Background: an optimization exercise with open tools, aiming at small area, a short achievable clock period and few clock cycles. Do not read the settings as production practice. Function not checked in this run: the RTL went through the layout flow alone.

## design/flow/run.sh

```bash
#!/bin/bash
# synth_recipe.tcl (not shown) runs the flow's synth.tcl, then flattens the netlist and writes it again
# the make line also repeats each setting of config.mk as NAME=value (left out here)
make -C /OpenROAD-flow-scripts/flow DESIGN_CONFIG=/design/flow/config.mk WORK_HOME=/design/flow/orfs CLKGATE_MAP_FILE= SYNTH_SCRIPT=/design/flow/synth_recipe.tcl finish
```

## design/flow/config.mk

```make
export PLATFORM = sky130hd
export DESIGN_NAME = DCT
export DESIGN_NICKNAME = DCT
export VERILOG_FILES = /design/flow/design.v
export SDC_FILE = /design/flow/constraint.sdc
export NUM_CORES = 4
export LEC_CHECK = 0
export CAP_MARGIN = 20
export CORE_MARGIN = 2
export CORE_UTILIZATION = 40
export CTS_CLUSTER_DIAMETER = 100
export CTS_CLUSTER_SIZE = 30
export SLEW_MARGIN = 20
```

## design/flow/constraint.sdc

```tcl
create_clock -name core_clock -period 10.5 [get_ports {clk}]
set_input_delay 2.1000 -clock core_clock [delete_from_list [all_inputs] [get_ports {clk}]]
set_output_delay 2.1000 -clock core_clock [all_outputs]
set_load 0.01 [all_outputs]
```

## design/flow/design.v

```verilog
module DCT(
	input                     clk,
	input                     rst_n,
	input                     in_valid,
	input  signed       [7:0] in_data,
	output logic              out_valid,
	output logic signed [9:0] out_data
);
function [35:0] csa;
	input [17:0] a, b, c;
	reg [17:0] s, k;
	begin
		s = a ^ b ^ c;
		k = (a & b) | (a & c) | (b & c);
		csa = {k[16:0], 1'b0, s};
	end
endfunction
function [17:0] padd;
	input [17:0] a, b;
	input        cin;
	reg [17:0] p, g, gg, pp, c;
	integer l, i, m;
	begin
		p = a ^ b;
		g = a & b;
		g[0] = g[0] | (p[0] & cin);
		gg = g;
		pp = p;
		for (l = 0; l < 5; l = l + 1)
			for (i = 0; i < 18; i = i + 1)
				if ((i >> l) & 1) begin
					m = ((i >> l) << l) - 1;
					gg[i] = gg[i] | (pp[i] & gg[m]);
					pp[i] = pp[i] & pp[m];
				end
		c = {gg[16:0], cin};
		padd = p ^ c;
	end
endfunction
function [35:0] paddc;
	input [17:0] a, b;
	reg [17:0] p, g, gg, pp, c0, c1;
	integer l, i, m;
	begin
		p = a ^ b;
		g = a & b;
		gg = g;
		pp = p;
		for (l = 0; l < 5; l = l + 1)
			for (i = 0; i < 18; i = i + 1)
				if ((i >> l) & 1) begin
					m = ((i >> l) << l) - 1;
					gg[i] = gg[i] | (pp[i] & gg[m]);
					pp[i] = pp[i] & pp[m];
				end
		c0 = {gg[16:0], 1'b0};
		c1 = {gg[16:0] | pp[16:0], 1'b1};
		paddc = {p ^ c1, p ^ c0};
	end
endfunction
logic [5:0] cnt;
always_ff @(posedge clk or negedge rst_n) begin
	if (!rst_n)
		cnt <= 6'd0;
	else if (cnt == 6'd0)
		cnt <= in_valid ? 6'd1 : 6'd0;
	else if (cnt == 6'd35)
		cnt <= 6'd0;
	else
		cnt <= cnt + 6'd1;
end
always_ff @(posedge clk or negedge rst_n) begin
	if (!rst_n)
		out_valid <= 1'b0;
	else
		out_valid <= (cnt >= 6'd20) && (cnt <= 6'd35);
end
logic [5:0] cm12;
logic [1:0] trow;      
logic       t1odd, s_pa, s_pbd, s_pba, s_qab, s_qad, s_qbc, t_add;
logic       rot, m2_ld, bank_ld, y2_ld, m_rot, kf;
logic [1:0] osel;      
assign cm12 = cnt - 6'd12;
assign trow = cm12[3:2];
always_ff @(posedge clk) begin
	t1odd   <= trow[0];
	s_pa    <= (trow == 2'd2);
	s_pbd   <= (trow == 2'd0);
	s_pba   <= (trow == 2'd2);
	s_qab   <= (trow == 2'd0);
	s_qad   <= (trow == 2'd1);
	s_qbc   <= (trow == 2'd0) || (trow == 2'd1);
	t_add   <= (trow == 2'd0);
	rot     <= (cnt >= 6'd15) && (cnt <= 6'd27);
	m2_ld   <= (cnt == 6'd17) || (cnt == 6'd21) || (cnt == 6'd25) || (cnt == 6'd29);
	bank_ld <= (cnt == 6'd18) || (cnt == 6'd22) || (cnt == 6'd26) || (cnt == 6'd30);
	y2_ld   <= (cnt == 6'd19) || (cnt == 6'd23) || (cnt == 6'd27) || (cnt == 6'd31);
	m_rot   <= (cnt == 6'd20) || (cnt == 6'd24) || (cnt == 6'd28) || (cnt == 6'd32);
	kf      <= (cnt == 6'd21) || (cnt == 6'd25) || (cnt == 6'd29) || (cnt == 6'd33);
	osel    <= cnt[1:0] + 2'd1;
end
logic signed [7:0] sr [0:15];
integer j;
always_ff @(posedge clk) begin
	sr[0] <= rot ? sr[15] : in_data;
	for (j = 1; j < 16; j = j + 1)
		sr[j] <= sr[j-1];
end
logic [7:0] ta, tb, tc, td;
logic [7:0] pa, pb, qa, qb;
logic       tsub;
assign ta = sr[0];
assign tb = sr[4];
assign tc = sr[8];
assign td = sr[12];
assign pa = s_pa ? tb : ta;
assign pb = s_pbd ? td : s_pba ? ta : tb;
assign qa = s_qab ? tb : s_qad ? td : tc;
assign qb = s_qbc ? tc : td;
assign tsub = ~t_add;
logic [17:0] p1w, q1w;
assign p1w = padd({{10{pa[7]}}, pa}, {{10{pb[7] ^ tsub}}, pb ^ {8{tsub}}}, tsub);
assign q1w = padd({{10{qa[7]}}, qa}, {{10{qb[7] ^ tsub}}, qb ^ {8{tsub}}}, tsub);
logic [8:0] tp, tqv;
logic       teven;
always_ff @(posedge clk) begin
	tp    <= p1w[8:0];
	tqv   <= q1w[8:0];
	teven <= ~t1odd;
end
logic [17:0] xp, xq, xt1, xt2, xt3, xt4, xt5, xt6;
logic [17:0] xs1, xc1, xs2, xc2, xs3, xc3, xs, xc;
assign xp  = {9'd0, ~tp[8], tp[7:0]};
assign xq  = {9'd0, ~tqv[8], tqv[7:0]};
assign xt1 = xp << 6;
assign xt2 = teven ? (xq << 6) : (xq << 5);
assign xt3 = teven ? 18'd0 : (xp << 4);
assign xt4 = teven ? 18'd0 : (xp << 1);
assign xt5 = teven ? 18'd0 : xp;
assign xt6 = teven ? 18'd0 : (xq << 1);
assign {xc1, xs1} = csa(xt1, xt2, xt3);
assign {xc2, xs2} = csa(xt4, xt5, xt6);
assign {xc3, xs3} = csa(xs1, xc1, xs2);
assign {xc,  xs}  = csa(xs3, xc3, xc2);
logic [15:0] ts, tc2;
logic        teven2;
always_ff @(posedge clk) begin
	ts     <= xs[15:0];
	tc2    <= xc[15:0];
	teven2 <= teven;
end
logic [17:0] tk, tsa, tca, tx;
assign tk  = teven2 ? 18'h08000 : 18'h08B00;
assign {tca, tsa} = csa({2'd0, ts}, {2'd0, tc2}, tk);
assign tx  = padd(tsa, tca, 1'b0);
logic [8:0]  yn;
logic        cn;
logic [8:0]  tq [1:3];
logic [17:0] ynext;
assign ynext = padd({9'd0, yn}, 18'd0, cn);
always_ff @(posedge clk) begin
	yn    <= tx[15:7];
	cn    <= tx[15] & (tx[6:0] != 7'd0);
	tq[1] <= ynext[8:0];
	tq[2] <= tq[1];
	tq[3] <= tq[2];
end
logic [17:0] t0e, t1e, yne;
assign yne = {{9{yn[8]}}, yn};
assign t1e = {{9{tq[1][8]}}, tq[1]};
assign t0e = {{9{tq[3][8]}}, tq[3]};
logic [17:0] e1n, o1n, o0n;
assign e1n = padd(t1e, yne, cn);
assign o1n = padd(t1e, ~yne, ~cn);
assign o0n = padd(t0e, ~yne, ~cn);
logic [10:0] e1r;
always_ff @(posedge clk)
	e1r <= e1n[10:0];
logic [17:0] e1x, as0, ac0, as2, ac2, s0, s2;
assign e1x = {{7{e1r[10]}}, e1r};
assign {ac0, as0} = csa(t0e, yne, e1x);
assign {ac2, as2} = csa(t0e, yne, ~e1x);
assign s0 = padd(as0, ac0, cn);
assign s2 = padd(as2, {ac2[17:1], cn}, 1'b1);
logic [9:0]  y0r, y2a, y2r, m1, m2;
logic        y0f, y2af;
logic [17:0] y2i;
assign y2i = padd({8'd0, y2a}, 18'd0, y2af);
always_ff @(posedge clk) begin
	y0r  <= s0[10:1];
	y0f  <= s0[11] & s0[0];
	y2a  <= s2[10:1];
	y2af <= s2[11] & s2[0];
	if (y2_ld) begin
		y2r <= y2i[9:0];
	end
	if (bank_ld)
		m1 <= o0n[9:0];
	else if (m_rot)
		m1 <= ~m2;
	if (m2_ld)
		m2 <= o1n[9:0];
	else if (m_rot)
		m2 <= m1;
end
logic [17:0] zm1, zm2;
logic [17:0] zs1, zc1, zs2, zc2, zs3, zc3, zs, zc;
assign zm1 = {8'd0, ~m1[9], m1[8:0]};
assign zm2 = {8'd0, ~m2[9], m2[8:0]};
assign {zc1, zs1} = csa(zm1 << 6, zm1 << 4, zm1 << 1);
assign {zc2, zs2} = csa(zm1, zm2 << 5, zm2 << 1);
assign {zc3, zs3} = csa(zs1, zc1, zs2);
assign {zc,  zs}  = csa(zs3, zc3, zc2);
logic [8:0] zlo;
assign zlo = {2'd0, zs[6:0]} + {2'd0, zc[6:0]} + (kf ? 9'd83 : 9'd0);
logic [9:0] zsh, zch;
logic [1:0] zc7;
logic       znz;
always_ff @(posedge clk) begin
	zsh <= zs[16:7];
	zch <= zc[16:7];
	zc7 <= zlo[8:7];
	znz <= (zlo[6:0] != 7'd0);
end
logic [17:0] uk, us, uc;
logic [35:0] uu;
logic [9:0]  zt;
assign uk = {8'd0, 10'h22C | {8'd0, zc7}};
assign {uc, us} = csa({8'd0, zsh}, {8'd0, zch}, uk);
assign uu = paddc(us, uc);
assign zt = (uu[9] & znz) ? uu[27:18] : uu[9:0];
logic [17:0] y0i;
assign y0i = padd({8'd0, y0r}, 18'd0, y0f);
always_ff @(posedge clk) begin
	case (osel)
		2'd0: out_data <= y0i[9:0];
		2'd2: out_data <= y2r;
		default: out_data <= zt;
	endcase
end
endmodule
```

==> impl_metrics.json <==
{
  "synthTopCellsByCount": "dfxtp_1 (291), inv_1 (205), ha_1 (151), fa_1 (121)",
  "hold_violations": 0,
  "postCtsSetupBuffers": 0,
  "setup.worst_path.start": "zsh[1]",
  "reg2reg_slack_ps": 6550,
  "netlist_area_um2": 15300,
  "synth-async-reset-ratio": 0.0213,
  "portBuffers": 21,
  "hold_depth": 0,
  "cts-buffers-inserted": 15,
  "relSlewSlack": 0.320,
  "fin_crit_sh": 0.377,
  "cts_tree": "yes",
  "clk_pin_slew_worst_paths_ps": 110,
  "crit_type": "reg2reg",
  "ys_seq_elements": 328,
  "yosys.area.top_type": "dfxtp_1",
  "first_global_vias": 8897,
  "cts_buffer_depth": 3,
  "drv_cap": 0,
  "cp.arrival_ps": 4320,
  "r2r_cells": 13,
  "worst_r2r_endpoint": "out_data[7]",
  "synth_adder_area_share": 0.282,
  "gp_congestion": 0.819,
  "period_minus_slack_ps": 3950,
  "synth_top_family_by_area": "adder cells",
  "nets": 1607,
  "ys.flop_type": "dfxtp_1",
  "hold_path_class": "reg2reg",
  "cp_num_buf_inv": 0,
  "dpl.hpwl_um": 20400,
  "yosysSeqAreaShare": 0.451,
  "ant_nets": 0,
  "post_synth_xor_area_fraction": 0.0451,
  "drive_gt1_frac": 0.0376,
  "cp_cell_sequence": "fa_1 > ha_1 > nand3_1 > a21oi_1 > o21ai_0 > nand2b_1 > a21oi_1 > fa_1 > nand2b_1 > mux2i_1 > a211oi_2 > a311oi_1 > o211ai_1",
  "die_h_um": 200,
  "fin_ws_ps": 6550,
  "synth_simple_gate_area_share": 0.0637,
  "rsz0062_at_grt": "false",
  "dieArea_um2": 39900,
  "diodes": 0,
  "holdWs_ps": 324,
  "clkSinkCount": 328,
  "synth_cell_types": 61,
  "cts_repair_resize_count": 0,
  "cp-start-kind": "flop",
  "min_from": "sr[9][2]",
  "firstDrtPassIters": 4,
  "drv_slew": 0,
  "root_buffer": "clkbuf_16",
  "synth.area.top_cells": "dfxtp_1 (38%), fa_1 (16%), ha_1 (12%)",
  "place_ws_ps": 6590,
  "syn_nets": 1590,
  "totalNegativeSetupSlack_ps": 0,
  "slowest_delay_ps": 740,
  "die_x_um": 200,
  "track_usage": 0.138,
  "viasPerCell": 4.61,
  "core_um2": 37700,
  "h-tree-depth": 1,
  "crit_required_ps": 10860,
  "yosysWarnings": 3,
  "synth.area.mux_share": 0.0359,
  "overflow": 0,
  "start_util": 0.407,
  "synth.top_cell.area_share": 0.380,
  "drc": 0,
  "skew_ps": 26.5,
  "critical_path.slowest_cell": "mux2i_1",
  "wire_per_inst_um": 14.0,
  "wl_um": 25700,
  "fmax_mhz": 253,
  "status": "complete, no violations",
  "via_count": 8488,
  "clkLatencyLatePin_ps": 510,
  "syn-mean-instance-area_um2": 11.7,
  "synth_compound_area_frac": 0.0671,
  "critPathMaxFanout": 11,
  "endpoint_kind": "flop",
  "grt_pass1_wl_um": 44000,
  "setup_violations": 0,
  "hold_end": "sr[10][2]",
  "post_cts_hold_buffer_count": 0,
  "synth.most_common_cell": "dfxtp_1",
  "grt_max_degree": 47,
  "tightest_slew_ps": 991,
  "initialDrtViolationCount": 347,
  "antenna_found_initial": 0,
  "synth_edf_count": 30,
  "r2r_start": "zsh[1]",
  "ioPinCount": 22,
  "crit_family": "adder cells",
  "syn_inst": 1307,
  "rows": 71,
  "area_growth_pct": 7.87
}
how the worst max path moves through the flow:
stage	endpoint	depth (start not counted)
after floorplan	znz	11
final	out_data[7]	13
after global placement	out_data[7]	13
after CTS	out_data[7]	13
after global routing	out_data[7]	13
after detailed placement	out_data[7]	13
layer usage:
metal | share of wire | wire length (um) | up-vias | track usage
met5 | 0 | 0 | - | 0
met4 | 0.023 | 582 | 0 | 0.0370
met3 | 0.023 | 590 | 38 | 0.0176
met2 | 0.49 | 12700 | 76 | 0.249
met1 | 0.46 | 11800 | 4120 | 0.173
li1 | - | - | 4254 | -
through the flow:
| stage | std cells | cell area [um2] | util |
|---|---|---|---|
| detailed placement | 1818 | 16100 | 0.427 |
| global placement | 1818 | 16100 | 0.427 |
| floorplan | 1307 | 15300 | - |
| global route | 1841 | 16500 | 0.439 |
| CTS | 1841 | 16500 | 0.439 |
| finish | 1841 | 16500 | 0.439 |
cell type report:
type	count	area (um2)
inverters	205	769
flip-flops and latches	328	6900
well taps	511	639
clock buffers	19	400
repair buffers	22	218
multi-input cells	752	7550
clock inverters	4	36.3
fillers	3553	21100
layout by cell type (no fill, tap or decap), drive strengths merged, types with 5 or more instances in the layout:
master         count
dfxtp            291
inv              208
ha               151
fa               121
xnor2             48
a21oi             47
nand2             44
nor2              37
o21ai             36
mux2i             32
xor2              30
edfxtp            30
nor2b             29
a21o              21
clkdlybuf4s50     21
mux2              20
clkbuf            19
nand2b            17
nor3              13
and3              12
nand3              9
a211oi             9
o211ai             8
a31oi              8
o21a               7
dfrtp              7
and2               6
or3                5
flip-flops by register name, indices dropped and copies added (netlist names), 10 cells and up:
signal	flops
e1r	10
m1	10
m2	10
out_data	10
sr	128
tc2	13
tq	27
ts	16
y0r	10
y2a	10
y2r	10
zch	10
cell families (layout without fill, tap and decap cells):
logic type               Yosys count  count (layout)
buffers and inverters            227             250
flip-flops                       328             328
adder cells (fa/ha/maj)          272             272
AO/OA/AOI/OAI                    160             160
AND/OR/NAND/NOR                  190             190
multiplexers                      52              52
XOR/XNOR                          78              78

[separate check: timing with driven ports]
No port has a modelled driver above. Below, the same layout with a new extraction and two added sets of constraints. Step 1: set_driving_cell puts a clkbuf_16 on clk and a buf_2 on each other input, an assumption about the parent block. Step 2 adds t to the input delays and takes it off the output delays; t is the mean of the earliest and latest rising clock arrival at the registers after step 1. Input paths then give back, and output paths get back, about the clock's delay inside the block. a / b / c = ideal / step 1 / step 2; a / b = the first two.
shift t [ns]: 0.550
setup slack, ns: 6.547 / 6.547 / 6.547
latest minus earliest clock arrival (ns): 0.030 / 0.029
worst register clock-pin slew, ns: 0.12 / 0.12
cell pins on the clock port's net: 1
After both steps setup and hold are still met in this run. For this run, drivers alone change the setup slack by 0.000 ns; drivers and shift together by 0.000 ns.
